This is an optimization exercise on Yosys and OpenROAD, whose aim is small area and a short achievable clock period, not a production implementation. The RTL was checked by simulation tests, not by an equivalence proof against the original design. Power figures rest on the tool's default switching activity, not on a simulated workload.

### design/flow/flow/run.sh
#!/bin/bash
# Layout flow: the standard flow (standard.sh) with these ORFS variables set:
#  - SYNTH_SCRIPT: synth_recipe.tcl, except that the gate modules of rtl/fpmult.v
#    are first mapped to sky130 cells (flow/cellmap.v) and the final ABC mapping
#    of any remaining logic uses flow/abc.script,
#  - SYNTH_ARGS=-noabc and ADDER_MAP_FILE= : no early ABC pass and no full/half
#    adder extraction, so the RTL's structure is kept,
#  - BUFFER_PORTS_ARGS: the port buffers are sky130_fd_sc_hd__buf_1,
#  - CTS_ARGS: clock tree of sky130_fd_sc_hd__clkbuf_4 without dummy loads.
# make's full output goes to standard.log; each ORFS step logs under orfs/logs.
set -euo pipefail
here=$(cd "$(dirname "${BASH_SOURCE[0]}")" && pwd)
bash standard.sh \
  "SYNTH_SCRIPT=$here/synth.tcl" \
  SYNTH_ARGS=-noabc \
  ADDER_MAP_FILE= \
  "BUFFER_PORTS_ARGS=-buffer_cell sky130_fd_sc_hd__buf_1" \
  "CTS_ARGS=-sink_clustering_enable -repair_clock_nets -dont_use_dummy_load -buf_list sky130_fd_sc_hd__clkbuf_4" \
  finish > standard.log 2>&1
### design/flow/flow/abc.script
strash
dch
map -D 2000
topo
stime -c
buffer -c
upsize -c -D 2000
dnsize -c -D 2000
### design/flow/flow/cellmap.v
// Maps the gate modules of rtl/fpmult.v to the sky130 cells of the same function.
module fpmult_inv(A, Y);
  input A; output Y;
  sky130_fd_sc_hd__inv_1 _TECHMAP_REPLACE_ (.A(A), .Y(Y));
endmodule
module fpmult_nand2(A, B, Y);
  input A, B; output Y;
  sky130_fd_sc_hd__nand2_1 _TECHMAP_REPLACE_ (.A(A), .B(B), .Y(Y));
endmodule
module fpmult_nor2(A, B, Y);
  input A, B; output Y;
  sky130_fd_sc_hd__nor2_1 _TECHMAP_REPLACE_ (.A(A), .B(B), .Y(Y));
endmodule
module fpmult_nor2b(A, B_N, Y);
  input A, B_N; output Y;
  sky130_fd_sc_hd__nor2b_1 _TECHMAP_REPLACE_ (.A(A), .B_N(B_N), .Y(Y));
endmodule
module fpmult_xor2(A, B, X);
  input A, B; output X;
  sky130_fd_sc_hd__xor2_1 _TECHMAP_REPLACE_ (.A(A), .B(B), .X(X));
endmodule
module fpmult_xnor2(A, B, Y);
  input A, B; output Y;
  sky130_fd_sc_hd__xnor2_1 _TECHMAP_REPLACE_ (.A(A), .B(B), .Y(Y));
endmodule
module fpmult_maj3(A, B, C, X);
  input A, B, C; output X;
  sky130_fd_sc_hd__maj3_1 _TECHMAP_REPLACE_ (.A(A), .B(B), .C(C), .X(X));
endmodule
module fpmult_mux2i(A0, A1, S, Y);
  input A0, A1, S; output Y;
  sky130_fd_sc_hd__mux2i_1 _TECHMAP_REPLACE_ (.A0(A0), .A1(A1), .S(S), .Y(Y));
endmodule
module fpmult_a21oi(A1, A2, B1, Y);
  input A1, A2, B1; output Y;
  sky130_fd_sc_hd__a21oi_1 _TECHMAP_REPLACE_ (.A1(A1), .A2(A2), .B1(B1), .Y(Y));
endmodule
module fpmult_o21ai(A1, A2, B1, Y);
  input A1, A2, B1; output Y;
  sky130_fd_sc_hd__o21ai_1 _TECHMAP_REPLACE_ (.A1(A1), .A2(A2), .B1(B1), .Y(Y));
endmodule
module fpmult_a21boi(A1, A2, B1_N, Y);
  input A1, A2, B1_N; output Y;
  sky130_fd_sc_hd__a21boi_1 _TECHMAP_REPLACE_ (.A1(A1), .A2(A2), .B1_N(B1_N), .Y(Y));
endmodule
module fpmult_o21bai(A1, A2, B1_N, Y);
  input A1, A2, B1_N; output Y;
  sky130_fd_sc_hd__o21bai_1 _TECHMAP_REPLACE_ (.A1(A1), .A2(A2), .B1_N(B1_N), .Y(Y));
endmodule
module fpmult_fa(A, B, CIN, COUT, SUM);
  input A, B, CIN; output COUT, SUM;
  sky130_fd_sc_hd__fa_1 _TECHMAP_REPLACE_ (.A(A), .B(B), .CIN(CIN), .COUT(COUT), .SUM(SUM));
endmodule
module fpmult_ha(A, B, COUT, SUM);
  input A, B; output COUT, SUM;
  sky130_fd_sc_hd__ha_1 _TECHMAP_REPLACE_ (.A(A), .B(B), .COUT(COUT), .SUM(SUM));
endmodule
module fpmult_or2(A, B, X);
  input A, B; output X;
  sky130_fd_sc_hd__or2_1 _TECHMAP_REPLACE_ (.A(A), .B(B), .X(X));
endmodule
### design/flow/flow/synth.tcl
# The standard flow's synthesis script (synth_recipe.tcl) with two changes:
#  - before synthesis, the gate modules of rtl/fpmult.v (fpmult_xor2, ...) are
#    mapped to the sky130 cells of the same function (cellmap.v),
#  - Yosys's abc pass maps the rest with abc.script instead of the ORFS script.
set ::own_dir [file dirname [file normalize [info script]]]
set ::own_mapped 0
proc synth {args} {
  if { !$::own_mapped } {
    set ::own_mapped 1
    yosys techmap -map [file join $::own_dir cellmap.v] t:fpmult_*
    yosys hierarchy -top $::env(DESIGN_NAME)
  }
  yosys synth -nofsm -noshare {*}$args
}
proc abc {args} {
  set i [lsearch -exact $args -script]
  if { $i >= 0 } { lset args [expr {$i + 1}] [file join $::own_dir abc.script] }
  yosys abc {*}$args
}
source $::env(SCRIPTS_DIR)/synth.tcl
# left out here: clear keep_hierarchy, flatten, clean up, hide names made inside functions, write 1_2_yosys.v
### design/flow/standard.sh
#!/bin/bash
# synth_recipe.tcl (not shown) runs the flow's synth.tcl, then flattens the netlist and writes it again
# the make line also repeats each setting of config.mk as NAME=value (left out here)
make -C /OpenROAD-flow-scripts/flow DESIGN_CONFIG=/design/flow/config.mk WORK_HOME=/design/flow/orfs CLKGATE_MAP_FILE= SYNTH_SCRIPT=/design/flow/synth_recipe.tcl "${@:-finish}"
### design/flow/config.mk
export PLATFORM = sky130hd
export DESIGN_NAME = fpmult_top
export DESIGN_NICKNAME = fpmult_top
export VERILOG_FILES = /design/flow/design.v
export SDC_FILE = /design/flow/constraint.sdc
export NUM_CORES = 4
export LEC_CHECK = 0
export CAP_MARGIN = 20
export CORE_MARGIN = 2
export CORE_UTILIZATION = 65
export PLACE_DENSITY = 0.75
export SLEW_MARGIN = 20
### design/flow/constraint.sdc
create_clock -name core_clock -period 6.0 [get_ports {clk}]
set_input_delay 1.2000 -clock core_clock [delete_from_list [all_inputs] [get_ports {clk}]]
set_output_delay 1.2000 -clock core_clock [all_outputs]
set_load 0.01 [all_outputs]
### design/flow/design.v
`timescale 1ns / 1ps
module fpmult_top(
    input             clk,
    input      [7:0]  a,
    input      [7:0]  b,
    output reg [15:0] c
);
    reg  [7:0]  a_q, b_q;
    wire [15:0] c_d;
    fpmult u_mult (.a(a_q), .b(b_q), .c(c_d));
    always @(posedge clk) begin
        a_q <= a;
        b_q <= b;
        c   <= c_d;
    end
endmodule

module fpmult(a,b,c);
input [7:0]a,b;
output [15:0]c;
wire p1, p2, p3, p4, p5, p6, p7, p8, p9, p10, p11, p12, p13, p14, p15, p16;
wire p17, p18, p19, p20, p21, p22, p23, p24, p25, p26, p27, p28, p29, p30, p31, p32;
wire p33, p34, p35, p36, p37, p38, p39, p40, p41, p42, p43, p44, p45, p46, p47, p48;
wire p49, p50, p51, p52, p53, p54, p55, p56, p57, p58, p59, p60, p61, p62, p63, p64;
wire x1, g1, g2, s1, k1, x2, g3, g4, s2, k2, x3, g5, g6, s3, k3, x4;
wire g7, g8, s4, k4, x5, g9, g10, s5, k5, s6, k6, s7, k7, s8, k8, s9;
wire k9, s10, k10, s11, k11, s12, k12, s13, k13, s14, k14, s15, k15, x6, g11, g12;
wire s16, k16, s17, k17, s18, k18, s19, k19, s20, k20, s21, k21, s22, k22, s23, k23;
wire s24, k24, x7, g13, g14, s25, k25, s26, k26, s27, k27, s28, k28, s29, k29, s30;
wire k30, s31, k31, s32, k32, s33, k33, s34, k34, s35, k35, g15, g16, x8, g17, g18;
wire x9, g19, g20, x10, g21, g22, x11, g23, g24, x12, g25, g26, x13, g27, g28, x14;
wire g29, g30, x15, g31, g32, x16, g33, g34, x17, g35, g36, x18, g37, g38, x19, g39;
wire g40, x20, g41, g42, x21, q1, g43, q2, g44, q3, g45, q4, g46, q5, g47, q6;
wire g48, q7, n1, q8, n2, q9, g49, q10, g50, n3, q11, g51, q12, g52, n4, q13;
wire g53, q14, n5, q15, q16, q17, q18, g54, n6, q19, g55, q20, g56, n7, q21, q22;
wire n8, q23, q24, q25, q26, q27, n9, x22, x23, x24, x25, x26, x27, x28, x29, x30;
wire x31, x32, x33, x34;
fpmult_nand2 u_nand2_1 (.A(a[0]), .B(b[0]), .Y(p1));
fpmult_nand2 u_nand2_2 (.A(a[0]), .B(b[1]), .Y(p2));
fpmult_nand2 u_nand2_3 (.A(a[0]), .B(b[2]), .Y(p3));
fpmult_nand2 u_nand2_4 (.A(a[0]), .B(b[3]), .Y(p4));
fpmult_nand2 u_nand2_5 (.A(a[0]), .B(b[4]), .Y(p5));
fpmult_nand2 u_nand2_6 (.A(a[0]), .B(b[5]), .Y(p6));
fpmult_nand2 u_nand2_7 (.A(a[0]), .B(b[6]), .Y(p7));
fpmult_nand2 u_nand2_8 (.A(a[0]), .B(b[7]), .Y(p8));
fpmult_nand2 u_nand2_9 (.A(a[1]), .B(b[0]), .Y(p9));
fpmult_nand2 u_nand2_10 (.A(a[1]), .B(b[1]), .Y(p10));
fpmult_nand2 u_nand2_11 (.A(a[1]), .B(b[2]), .Y(p11));
fpmult_nand2 u_nand2_12 (.A(a[1]), .B(b[3]), .Y(p12));
fpmult_nand2 u_nand2_13 (.A(a[1]), .B(b[4]), .Y(p13));
fpmult_nand2 u_nand2_14 (.A(a[1]), .B(b[5]), .Y(p14));
fpmult_nand2 u_nand2_15 (.A(a[1]), .B(b[6]), .Y(p15));
fpmult_nand2 u_nand2_16 (.A(a[1]), .B(b[7]), .Y(p16));
fpmult_nand2 u_nand2_17 (.A(a[2]), .B(b[0]), .Y(p17));
fpmult_nand2 u_nand2_18 (.A(a[2]), .B(b[1]), .Y(p18));
fpmult_nand2 u_nand2_19 (.A(a[2]), .B(b[2]), .Y(p19));
fpmult_nand2 u_nand2_20 (.A(a[2]), .B(b[3]), .Y(p20));
fpmult_nand2 u_nand2_21 (.A(a[2]), .B(b[4]), .Y(p21));
fpmult_nand2 u_nand2_22 (.A(a[2]), .B(b[5]), .Y(p22));
fpmult_nand2 u_nand2_23 (.A(a[2]), .B(b[6]), .Y(p23));
fpmult_nand2 u_nand2_24 (.A(a[2]), .B(b[7]), .Y(p24));
fpmult_nand2 u_nand2_25 (.A(a[3]), .B(b[0]), .Y(p25));
fpmult_nand2 u_nand2_26 (.A(a[3]), .B(b[1]), .Y(p26));
fpmult_nand2 u_nand2_27 (.A(a[3]), .B(b[2]), .Y(p27));
fpmult_nand2 u_nand2_28 (.A(a[3]), .B(b[3]), .Y(p28));
fpmult_nand2 u_nand2_29 (.A(a[3]), .B(b[4]), .Y(p29));
fpmult_nand2 u_nand2_30 (.A(a[3]), .B(b[5]), .Y(p30));
fpmult_nand2 u_nand2_31 (.A(a[3]), .B(b[6]), .Y(p31));
fpmult_nand2 u_nand2_32 (.A(a[3]), .B(b[7]), .Y(p32));
fpmult_nand2 u_nand2_33 (.A(a[4]), .B(b[0]), .Y(p33));
fpmult_nand2 u_nand2_34 (.A(a[4]), .B(b[1]), .Y(p34));
fpmult_nand2 u_nand2_35 (.A(a[4]), .B(b[2]), .Y(p35));
fpmult_nand2 u_nand2_36 (.A(a[4]), .B(b[3]), .Y(p36));
fpmult_nand2 u_nand2_37 (.A(a[4]), .B(b[4]), .Y(p37));
fpmult_nand2 u_nand2_38 (.A(a[4]), .B(b[5]), .Y(p38));
fpmult_nand2 u_nand2_39 (.A(a[4]), .B(b[6]), .Y(p39));
fpmult_nand2 u_nand2_40 (.A(a[4]), .B(b[7]), .Y(p40));
fpmult_nand2 u_nand2_41 (.A(a[5]), .B(b[0]), .Y(p41));
fpmult_nand2 u_nand2_42 (.A(a[5]), .B(b[1]), .Y(p42));
fpmult_nand2 u_nand2_43 (.A(a[5]), .B(b[2]), .Y(p43));
fpmult_nand2 u_nand2_44 (.A(a[5]), .B(b[3]), .Y(p44));
fpmult_nand2 u_nand2_45 (.A(a[5]), .B(b[4]), .Y(p45));
fpmult_nand2 u_nand2_46 (.A(a[5]), .B(b[5]), .Y(p46));
fpmult_nand2 u_nand2_47 (.A(a[5]), .B(b[6]), .Y(p47));
fpmult_nand2 u_nand2_48 (.A(a[5]), .B(b[7]), .Y(p48));
fpmult_nand2 u_nand2_49 (.A(a[6]), .B(b[0]), .Y(p49));
fpmult_nand2 u_nand2_50 (.A(a[6]), .B(b[1]), .Y(p50));
fpmult_nand2 u_nand2_51 (.A(a[6]), .B(b[2]), .Y(p51));
fpmult_nand2 u_nand2_52 (.A(a[6]), .B(b[3]), .Y(p52));
fpmult_nand2 u_nand2_53 (.A(a[6]), .B(b[4]), .Y(p53));
fpmult_nand2 u_nand2_54 (.A(a[6]), .B(b[5]), .Y(p54));
fpmult_nand2 u_nand2_55 (.A(a[6]), .B(b[6]), .Y(p55));
fpmult_nand2 u_nand2_56 (.A(a[6]), .B(b[7]), .Y(p56));
fpmult_nand2 u_nand2_57 (.A(a[7]), .B(b[0]), .Y(p57));
fpmult_nand2 u_nand2_58 (.A(a[7]), .B(b[1]), .Y(p58));
fpmult_nand2 u_nand2_59 (.A(a[7]), .B(b[2]), .Y(p59));
fpmult_nand2 u_nand2_60 (.A(a[7]), .B(b[3]), .Y(p60));
fpmult_nand2 u_nand2_61 (.A(a[7]), .B(b[4]), .Y(p61));
fpmult_nand2 u_nand2_62 (.A(a[7]), .B(b[5]), .Y(p62));
fpmult_nand2 u_nand2_63 (.A(a[7]), .B(b[6]), .Y(p63));
fpmult_nand2 u_nand2_64 (.A(a[7]), .B(b[7]), .Y(p64));
fpmult_xnor2 u_xnor2_1 (.A(p7), .B(p14), .Y(x1));
fpmult_nor2 u_nor2_1 (.A(p7), .B(p14), .Y(g1));
fpmult_or2 u_or2_1 (.A(p7), .B(p14), .X(g2));
fpmult_fa u_fa_1 (.A(p8), .B(p15), .CIN(p22), .COUT(k1), .SUM(s1));
fpmult_xnor2 u_xnor2_2 (.A(p29), .B(p36), .Y(x2));
fpmult_nor2 u_nor2_2 (.A(p29), .B(p36), .Y(g3));
fpmult_or2 u_or2_2 (.A(p29), .B(p36), .X(g4));
fpmult_fa u_fa_2 (.A(p16), .B(p23), .CIN(p30), .COUT(k2), .SUM(s2));
fpmult_xnor2 u_xnor2_3 (.A(p37), .B(p44), .Y(x3));
fpmult_nor2 u_nor2_3 (.A(p37), .B(p44), .Y(g5));
fpmult_or2 u_or2_3 (.A(p37), .B(p44), .X(g6));
fpmult_fa u_fa_3 (.A(p24), .B(p31), .CIN(p38), .COUT(k3), .SUM(s3));
fpmult_xnor2 u_xnor2_4 (.A(p5), .B(p12), .Y(x4));
fpmult_nor2 u_nor2_4 (.A(p5), .B(p12), .Y(g7));
fpmult_or2 u_or2_4 (.A(p5), .B(p12), .X(g8));
fpmult_fa u_fa_4 (.A(p6), .B(p13), .CIN(p20), .COUT(k4), .SUM(s4));
fpmult_xnor2 u_xnor2_5 (.A(p27), .B(p34), .Y(x5));
fpmult_nor2 u_nor2_5 (.A(p27), .B(p34), .Y(g9));
fpmult_or2 u_or2_5 (.A(p27), .B(p34), .X(g10));
fpmult_fa u_fa_5 (.A(p21), .B(p28), .CIN(p35), .COUT(k5), .SUM(s5));
fpmult_fa u_fa_6 (.A(p42), .B(p49), .CIN(x1), .COUT(k6), .SUM(s6));
fpmult_fa u_fa_7 (.A(p43), .B(p50), .CIN(p57), .COUT(k7), .SUM(s7));
fpmult_fa u_fa_8 (.A(g2), .B(x2), .CIN(s1), .COUT(k8), .SUM(s8));
fpmult_fa u_fa_9 (.A(p51), .B(p58), .CIN(g4), .COUT(k9), .SUM(s9));
fpmult_fa u_fa_10 (.A(x3), .B(k1), .CIN(s2), .COUT(k10), .SUM(s10));
fpmult_fa u_fa_11 (.A(p45), .B(p52), .CIN(p59), .COUT(k11), .SUM(s11));
fpmult_fa u_fa_12 (.A(g6), .B(k2), .CIN(s3), .COUT(k12), .SUM(s12));
fpmult_fa u_fa_13 (.A(p32), .B(p39), .CIN(p46), .COUT(k13), .SUM(s13));
fpmult_fa u_fa_14 (.A(p53), .B(p60), .CIN(k3), .COUT(k14), .SUM(s14));
fpmult_fa u_fa_15 (.A(p40), .B(p47), .CIN(p54), .COUT(k15), .SUM(s15));
fpmult_xnor2 u_xnor2_6 (.A(p4), .B(p11), .Y(x6));
fpmult_nor2 u_nor2_6 (.A(p4), .B(p11), .Y(g11));
fpmult_or2 u_or2_6 (.A(p4), .B(p11), .X(g12));
fpmult_fa u_fa_16 (.A(p19), .B(p26), .CIN(p33), .COUT(k16), .SUM(s16));
fpmult_fa u_fa_17 (.A(p41), .B(g8), .CIN(x5), .COUT(k17), .SUM(s17));
fpmult_fa u_fa_18 (.A(g10), .B(k4), .CIN(s5), .COUT(k18), .SUM(s18));
fpmult_fa u_fa_19 (.A(k5), .B(s7), .CIN(k6), .COUT(k19), .SUM(s19));
fpmult_fa u_fa_20 (.A(k7), .B(s9), .CIN(k8), .COUT(k20), .SUM(s20));
fpmult_fa u_fa_21 (.A(s11), .B(k9), .CIN(k10), .COUT(k21), .SUM(s21));
fpmult_fa u_fa_22 (.A(k11), .B(s13), .CIN(k12), .COUT(k22), .SUM(s22));
fpmult_fa u_fa_23 (.A(p61), .B(k13), .CIN(s15), .COUT(k23), .SUM(s23));
fpmult_fa u_fa_24 (.A(p48), .B(p55), .CIN(p62), .COUT(k24), .SUM(s24));
fpmult_xnor2 u_xnor2_7 (.A(p3), .B(p10), .Y(x7));
fpmult_nor2 u_nor2_7 (.A(p3), .B(p10), .Y(g13));
fpmult_or2 u_or2_7 (.A(p3), .B(p10), .X(g14));
fpmult_fa u_fa_25 (.A(p18), .B(p25), .CIN(x6), .COUT(k25), .SUM(s25));
fpmult_fa u_fa_26 (.A(x4), .B(g12), .CIN(s16), .COUT(k26), .SUM(s26));
fpmult_fa u_fa_27 (.A(k16), .B(s4), .CIN(s17), .COUT(k27), .SUM(s27));
fpmult_fa u_fa_28 (.A(k17), .B(s6), .CIN(s18), .COUT(k28), .SUM(s28));
fpmult_fa u_fa_29 (.A(k18), .B(s8), .CIN(s19), .COUT(k29), .SUM(s29));
fpmult_fa u_fa_30 (.A(s10), .B(k19), .CIN(s20), .COUT(k30), .SUM(s30));
fpmult_fa u_fa_31 (.A(s12), .B(k20), .CIN(s21), .COUT(k31), .SUM(s31));
fpmult_fa u_fa_32 (.A(s14), .B(k21), .CIN(s22), .COUT(k32), .SUM(s32));
fpmult_fa u_fa_33 (.A(k14), .B(s23), .CIN(k22), .COUT(k33), .SUM(s33));
fpmult_fa u_fa_34 (.A(k15), .B(s24), .CIN(k23), .COUT(k34), .SUM(s34));
fpmult_fa u_fa_35 (.A(p56), .B(p63), .CIN(k24), .COUT(k35), .SUM(s35));
fpmult_nor2 u_nor2_8 (.A(p2), .B(p9), .Y(g15));
fpmult_nand2 u_nand2_65 (.A(p2), .B(p9), .Y(g16));
fpmult_xor2 u_xor2_1 (.A(p2), .B(p9), .X(x8));
fpmult_nor2 u_nor2_9 (.A(p17), .B(x7), .Y(g17));
fpmult_nand2 u_nand2_66 (.A(p17), .B(x7), .Y(g18));
fpmult_xor2 u_xor2_2 (.A(p17), .B(x7), .X(x9));
fpmult_nor2 u_nor2_10 (.A(g14), .B(s25), .Y(g19));
fpmult_nand2 u_nand2_67 (.A(g14), .B(s25), .Y(g20));
fpmult_xor2 u_xor2_3 (.A(g14), .B(s25), .X(x10));
fpmult_nor2 u_nor2_11 (.A(k25), .B(s26), .Y(g21));
fpmult_nand2 u_nand2_68 (.A(k25), .B(s26), .Y(g22));
fpmult_xor2 u_xor2_4 (.A(k25), .B(s26), .X(x11));
fpmult_nor2 u_nor2_12 (.A(k26), .B(s27), .Y(g23));
fpmult_nand2 u_nand2_69 (.A(k26), .B(s27), .Y(g24));
fpmult_xor2 u_xor2_5 (.A(k26), .B(s27), .X(x12));
fpmult_nor2 u_nor2_13 (.A(k27), .B(s28), .Y(g25));
fpmult_nand2 u_nand2_70 (.A(k27), .B(s28), .Y(g26));
fpmult_xor2 u_xor2_6 (.A(k27), .B(s28), .X(x13));
fpmult_nor2 u_nor2_14 (.A(k28), .B(s29), .Y(g27));
fpmult_nand2 u_nand2_71 (.A(k28), .B(s29), .Y(g28));
fpmult_xor2 u_xor2_7 (.A(k28), .B(s29), .X(x14));
fpmult_nor2 u_nor2_15 (.A(k29), .B(s30), .Y(g29));
fpmult_nand2 u_nand2_72 (.A(k29), .B(s30), .Y(g30));
fpmult_xor2 u_xor2_8 (.A(k29), .B(s30), .X(x15));
fpmult_nor2 u_nor2_16 (.A(k30), .B(s31), .Y(g31));
fpmult_nand2 u_nand2_73 (.A(k30), .B(s31), .Y(g32));
fpmult_xor2 u_xor2_9 (.A(k30), .B(s31), .X(x16));
fpmult_nor2 u_nor2_17 (.A(k31), .B(s32), .Y(g33));
fpmult_nand2 u_nand2_74 (.A(k31), .B(s32), .Y(g34));
fpmult_xor2 u_xor2_10 (.A(k31), .B(s32), .X(x17));
fpmult_nor2 u_nor2_18 (.A(k32), .B(s33), .Y(g35));
fpmult_nand2 u_nand2_75 (.A(k32), .B(s33), .Y(g36));
fpmult_xor2 u_xor2_11 (.A(k32), .B(s33), .X(x18));
fpmult_nor2 u_nor2_19 (.A(k33), .B(s34), .Y(g37));
fpmult_nand2 u_nand2_76 (.A(k33), .B(s34), .Y(g38));
fpmult_xor2 u_xor2_12 (.A(k33), .B(s34), .X(x19));
fpmult_nor2 u_nor2_20 (.A(k34), .B(s35), .Y(g39));
fpmult_nand2 u_nand2_77 (.A(k34), .B(s35), .Y(g40));
fpmult_xor2 u_xor2_13 (.A(k34), .B(s35), .X(x20));
fpmult_nor2 u_nor2_21 (.A(p64), .B(k35), .Y(g41));
fpmult_nand2 u_nand2_78 (.A(p64), .B(k35), .Y(g42));
fpmult_xor2 u_xor2_14 (.A(p64), .B(k35), .X(x21));
fpmult_a21oi u_a21oi_1 (.A1(g20), .A2(g17), .B1(g19), .Y(q1));
fpmult_nand2 u_nand2_79 (.A(g20), .B(g18), .Y(g43));
fpmult_a21oi u_a21oi_2 (.A1(g24), .A2(g21), .B1(g23), .Y(q2));
fpmult_nand2 u_nand2_80 (.A(g24), .B(g22), .Y(g44));
fpmult_a21oi u_a21oi_3 (.A1(g28), .A2(g25), .B1(g27), .Y(q3));
fpmult_nand2 u_nand2_81 (.A(g28), .B(g26), .Y(g45));
fpmult_a21oi u_a21oi_4 (.A1(g32), .A2(g29), .B1(g31), .Y(q4));
fpmult_nand2 u_nand2_82 (.A(g32), .B(g30), .Y(g46));
fpmult_a21oi u_a21oi_5 (.A1(g36), .A2(g33), .B1(g35), .Y(q5));
fpmult_nand2 u_nand2_83 (.A(g36), .B(g34), .Y(g47));
fpmult_a21oi u_a21oi_6 (.A1(g40), .A2(g37), .B1(g39), .Y(q6));
fpmult_nand2 u_nand2_84 (.A(g40), .B(g38), .Y(g48));
fpmult_a21oi u_a21oi_7 (.A1(g18), .A2(g15), .B1(g17), .Y(q7));
fpmult_inv u_inv_1 (.A(g15), .Y(n1));
fpmult_o21ai u_o21ai_1 (.A1(g43), .A2(n1), .B1(q1), .Y(q8));
fpmult_inv u_inv_2 (.A(q2), .Y(n2));
fpmult_a21oi u_a21oi_8 (.A1(g26), .A2(n2), .B1(g25), .Y(q9));
fpmult_nor2b u_nor2b_1 (.A(g44), .B_N(g26), .Y(g49));
fpmult_o21ai u_o21ai_2 (.A1(g45), .A2(q2), .B1(q3), .Y(q10));
fpmult_nor2 u_nor2_22 (.A(g45), .B(g44), .Y(g50));
fpmult_inv u_inv_3 (.A(q4), .Y(n3));
fpmult_a21oi u_a21oi_9 (.A1(g34), .A2(n3), .B1(g33), .Y(q11));
fpmult_nor2b u_nor2b_2 (.A(g46), .B_N(g34), .Y(g51));
fpmult_o21ai u_o21ai_3 (.A1(g47), .A2(q4), .B1(q5), .Y(q12));
fpmult_nor2 u_nor2_23 (.A(g47), .B(g46), .Y(g52));
fpmult_inv u_inv_4 (.A(q6), .Y(n4));
fpmult_a21oi u_a21oi_10 (.A1(g42), .A2(n4), .B1(g41), .Y(q13));
fpmult_nor2b u_nor2b_3 (.A(g48), .B_N(g42), .Y(g53));
fpmult_a21oi u_a21oi_11 (.A1(g22), .A2(q8), .B1(g21), .Y(q14));
fpmult_inv u_inv_5 (.A(q8), .Y(n5));
fpmult_o21ai u_o21ai_4 (.A1(g44), .A2(n5), .B1(q2), .Y(q15));
fpmult_a21boi u_a21boi_1 (.A1(g49), .A2(q8), .B1_N(q9), .Y(q16));
fpmult_a21oi u_a21oi_12 (.A1(g50), .A2(q8), .B1(q10), .Y(q17));
fpmult_a21oi u_a21oi_13 (.A1(g38), .A2(q12), .B1(g37), .Y(q18));
fpmult_nand2 u_nand2_85 (.A(g38), .B(g52), .Y(g54));
fpmult_inv u_inv_6 (.A(q12), .Y(n6));
fpmult_o21ai u_o21ai_5 (.A1(g48), .A2(n6), .B1(q6), .Y(q19));
fpmult_nor2b u_nor2b_4 (.A(g48), .B_N(g52), .Y(g55));
fpmult_a21boi u_a21boi_2 (.A1(g53), .A2(q12), .B1_N(q13), .Y(q20));
fpmult_nand2 u_nand2_86 (.A(g53), .B(g52), .Y(g56));
fpmult_inv u_inv_7 (.A(q17), .Y(n7));
fpmult_a21oi u_a21oi_14 (.A1(g30), .A2(n7), .B1(g29), .Y(q21));
fpmult_o21ai u_o21ai_6 (.A1(g46), .A2(q17), .B1(q4), .Y(q22));
fpmult_inv u_inv_8 (.A(g51), .Y(n8));
fpmult_o21ai u_o21ai_7 (.A1(n8), .A2(q17), .B1(q11), .Y(q23));
fpmult_a21oi u_a21oi_15 (.A1(g52), .A2(n7), .B1(q12), .Y(q24));
fpmult_o21ai u_o21ai_8 (.A1(g54), .A2(q17), .B1(q18), .Y(q25));
fpmult_a21oi u_a21oi_16 (.A1(g55), .A2(n7), .B1(q19), .Y(q26));
fpmult_o21ai u_o21ai_9 (.A1(g56), .A2(q17), .B1(q20), .Y(q27));
fpmult_inv u_inv_9 (.A(p1), .Y(n9));
fpmult_xor2 u_xor2_15 (.A(x9), .B(g15), .X(x22));
fpmult_xnor2 u_xnor2_8 (.A(x10), .B(q7), .Y(x23));
fpmult_xor2 u_xor2_16 (.A(x11), .B(q8), .X(x24));
fpmult_xnor2 u_xnor2_9 (.A(x12), .B(q14), .Y(x25));
fpmult_xor2 u_xor2_17 (.A(x13), .B(q15), .X(x26));
fpmult_xnor2 u_xnor2_10 (.A(x14), .B(q16), .Y(x27));
fpmult_xnor2 u_xnor2_11 (.A(x15), .B(q17), .Y(x28));
fpmult_xnor2 u_xnor2_12 (.A(x16), .B(q21), .Y(x29));
fpmult_xor2 u_xor2_18 (.A(x17), .B(q22), .X(x30));
fpmult_xor2 u_xor2_19 (.A(x18), .B(q23), .X(x31));
fpmult_xnor2 u_xnor2_13 (.A(x19), .B(q24), .Y(x32));
fpmult_xor2 u_xor2_20 (.A(x20), .B(q25), .X(x33));
fpmult_xnor2 u_xnor2_14 (.A(x21), .B(q26), .Y(x34));
assign c = {q27, x34, x33, x32, x31, x30, x29, x28, x27, x26, x25, x24, x23, x22, x8, n9};
endmodule
module fpmult_a21boi(A1, A2, B1_N, Y);
input A1, A2, B1_N;
output Y;
assign Y = ~((A1 & A2) | ~B1_N);
endmodule
module fpmult_a21oi(A1, A2, B1, Y);
input A1, A2, B1;
output Y;
assign Y = ~((A1 & A2) | B1);
endmodule
module fpmult_fa(A, B, CIN, COUT, SUM);
input A, B, CIN;
output COUT, SUM;
assign {COUT, SUM} = A + B + CIN;
endmodule
module fpmult_inv(A, Y);
input A;
output Y;
assign Y = ~A;
endmodule
module fpmult_nand2(A, B, Y);
input A, B;
output Y;
assign Y = ~(A & B);
endmodule
module fpmult_nor2(A, B, Y);
input A, B;
output Y;
assign Y = ~(A | B);
endmodule
module fpmult_nor2b(A, B_N, Y);
input A, B_N;
output Y;
assign Y = ~(A | ~B_N);
endmodule
module fpmult_o21ai(A1, A2, B1, Y);
input A1, A2, B1;
output Y;
assign Y = ~((A1 | A2) & B1);
endmodule
module fpmult_or2(A, B, X);
input A, B;
output X;
assign X = A | B;
endmodule
module fpmult_xnor2(A, B, Y);
input A, B;
output Y;
assign Y = ~(A ^ B);
endmodule
module fpmult_xor2(A, B, X);
input A, B;
output X;
assign X = A ^ B;
endmodule
==> results.toml <==
[timing]
tightest_slew_ns = 0.538
setup_tns_ns = 0
period_share = 0.595
fmax_mhz = 280
report.final.setup_viol = 0
finalClockSkew_ns = 0.0242
final_hold_viol_count = 0
max_slew_margin = 0.642
whs_ns = 0.545
finalCriticalPeriod_ns = 3.57
rsz0062_at_grt = "false"
slew_violations = 0

[power]
leakage_nw = 0.950
peakVddDrop_mv = 0.204
power_density_nw_per_um2 = 341

[cts]
clock_sinks = 32
clock_latency_ns = 0.34
cts.reportedPaths.clkPinSlew_ns = 0.11
h-tree-depth = 2
post_cts_buffers = 0
cts-root-buf = "clkbuf_4"
numCtsBuffers = 5
clockBufferDepth = 2
hold_buffers = 0
cts_resized = 0
cts_tree = "done"

[setup_path]
arrival_ns = 3.78
critical-path-slowest-cell = "fa_1"
criticalPathCategory = "reg -> reg"
crit_required_ns = 6.20
cpMostUsedCell = "fa_1"
reg2reg_from = "b_q[7]"
endpoint_kind = "flip-flop"
cp_max_fo = 8
startpoint_type = "flip-flop"
reg2reg_to = "c[13]"
cp_slowest_stage_delay_ns = 0.55
rrSetupSlack_ns = 2.43
cp_cell_sequence = "nand2_1 -> fa_1 -> fa_1 -> fa_1 -> fa_1 -> nor2_1 -> a21oi_1 -> o21ai_1 -> a21oi_1 -> o21ai_1 -> xor2_1"
worstRegToRegCells = 11

[route]
viasPerCell = 5.17
finalWirelength_mm = 4.11
wl_per_cell_um = 12.4
drt_first_pass_iters = 4
dr.first_iter.drc_count = 77
vias = 1716
drtAntennaViolNets = 0
remaining_drc_errors = 0

[placement]
gp_congestion = 0.842
dp_hpwl_mm = 3.31
port_buffers = 32

[cells_and_area]
antennaDiodeCount = 0
area_growth_pct = 9.52
layout-drive-gt1-share = 0.0175
fin_nets = 340

[synthesis]
yosys-top-cells-area = "fa_1 (31%), dfxtp_1 (28%), nand2_1 (14%), xor2_1 (7.7%), xnor2_1 (5.4%)"
synth_fp_nets = 301
netlist_top_cells_count = "nand2_1 (85), fa_1 (35), dfxtp_1 (32), xor2_1 (20)"
synth_most_common_cell = "nand2_1"
syn_avg_cell_area_um2 = 9.08
ys_types = 12
yosysWarnings = 1
synth-edff-count = 0
ys_seq_area_frac = 0.283
synth_largest_area_cell = "fa_1"
synth-main-ff-cell = "dfxtp_1"
netlist_area_um2 = 2260
synth_top_cell_area_share = 0.310
synth-seq-cells = 32
synth-async-reset-ratio = 0
synthCells = 249

[floorplanning]
io_pins = 33
die_h_um = 63.0
core_um2 = 3340
rows = 21
die_w_um = 63.0
initial_core_util = 0.678
die_area_um2 = 3970

[hold_path]
min_to = "c[0]"
min_from = "a_q[0]"
holdPathStages = 2
hp-class = "reg -> reg"

[global_routing]
grt_start_max_net_pins = 13
grt_pass1_vias = 1807
globalRouteTotalUtil = 0.246
overflow = 0
grt_pass1_wl_mm = 7.54
antenna_found_initial = 0

[run]
max-cap-violations = 0

[outcome]
status = "timing/DRC/antenna clean"
cell usage in the layout, fill, tap and decap left out:
cell | synthesis | final
nor2b_1 | 4 | 4
o21ai_1 | 9 | 9
a21oi_1 | 16 | 16
a21boi_1 | 2 | 2
dfxtp_1 | 32 | 32
xor2_1 | 20 | 20
inv_1 | 9 | 9
or2_1 | 7 | 7
clkbuf_4 | 0 | 5
buf_1 | 0 | 32
xnor2_1 | 14 | 14
fa_1 | 35 | 35
nand2_1 | 85 | 85
nor2_1 | 16 | 16
report_power, final:
group          internal [mW]  switching (mW)  leakage (nW)  total, mW
clock                 0.0391          0.0679        0.0230      0.107
combinational          0.195           0.253         0.657      0.448
sequential             0.268          0.0225         0.270      0.290
per-stage QoR:
stage	instance area [um2]	instances	total power, mW	util	worst slack (ns)
floorplan	2260	249	0.655	-	2.78
global placement	2440	327	0.736	0.731	2.49
detailed placement	2440	327	0.746	0.731	2.50
CTS	2480	332	0.856	0.742	2.45
global route	2480	332	0.930	0.742	2.11
finish	2480	332	0.845	0.742	2.43
worst max path at each step:
stage	from	to	cells past startpoint
after floorplan	b_q[7]	c[13]	11
after global placement	b_q[7]	c[13]	11
after detailed placement	b_q[6]	c[13]	11
after CTS	b_q[7]	c[13]	11
after global routing	a_q[5]	c[14]	11
final	b_q[7]	c[13]	11
critical path, delay by kind of cell (launching register included):
kind / cells / cell delay [ns]
fa+ha+maj: 4 / 1.93
simple gates: 2 / 0.21
xor+xnor: 1 / 0.16
compound gates: 4 / 0.63
flops: 1 / 0.51
layer usage:
layer  share of wire  GRT usage
met1            0.41      0.286
met2            0.54      0.444
met3           0.031     0.0432
met4           0.018      0.106
met5               0          0
state kept, by name (all words and copies together) (netlist names):
| register | flops |
|---|---|
| b_q | 8 |
| c | 16 |
| a_q | 8 |
cell type report:
| cell class | count | area, um2 |
|---|---|---|
| well taps | 46 | 57.6 |
| multi-input cells | 208 | 1590 |
| repair buffers | 32 | 120 |
| flip-flops and latches | 32 | 641 |
| inverters | 9 | 33.8 |
| fillers | 278 | 861 |
| clock buffers | 5 | 37.5 |
cells by family after synthesis:
family | Yosys count | share of synthesized area
simple gates | 112 | 0.198
fa+ha+maj | 35 | 0.310
xor+xnor | 34 | 0.132
flops | 32 | 0.283
compound gates | 27 | 0.0620
buf+inv | 9 | 0.0149

what the ideal ports hide:
Ports are ideal in the flow. The routed layout listed here was re-timed in OpenROAD.
Step 1 sets driving cells, clkbuf_16 on the clock port and buf_2 on the other inputs (assumed; they add their load-dependent delay and slew).
Step 2 moves the port delays by t, midway between the first and last clock arrival at a register: inputs arrive t later, outputs are due t later. That takes back most of the time a late clock gives input paths.
Three values: no drivers, after step 1, after step 2; two values: the first two.
t (ns): 0.354
setup WS [ns]: 2.429 / 2.429 / 2.429
latest minus earliest clock arrival (ns): 0.024 / 0.025
slew at the worst register clock pin (ns): 0.11 / 0.11
worst slew at a driven data input, ns: 0.03
After both steps this run still meets setup and hold. For this run, drivers alone change the setup slack by 0.000 ns; drivers and shift together by 0.000 ns.
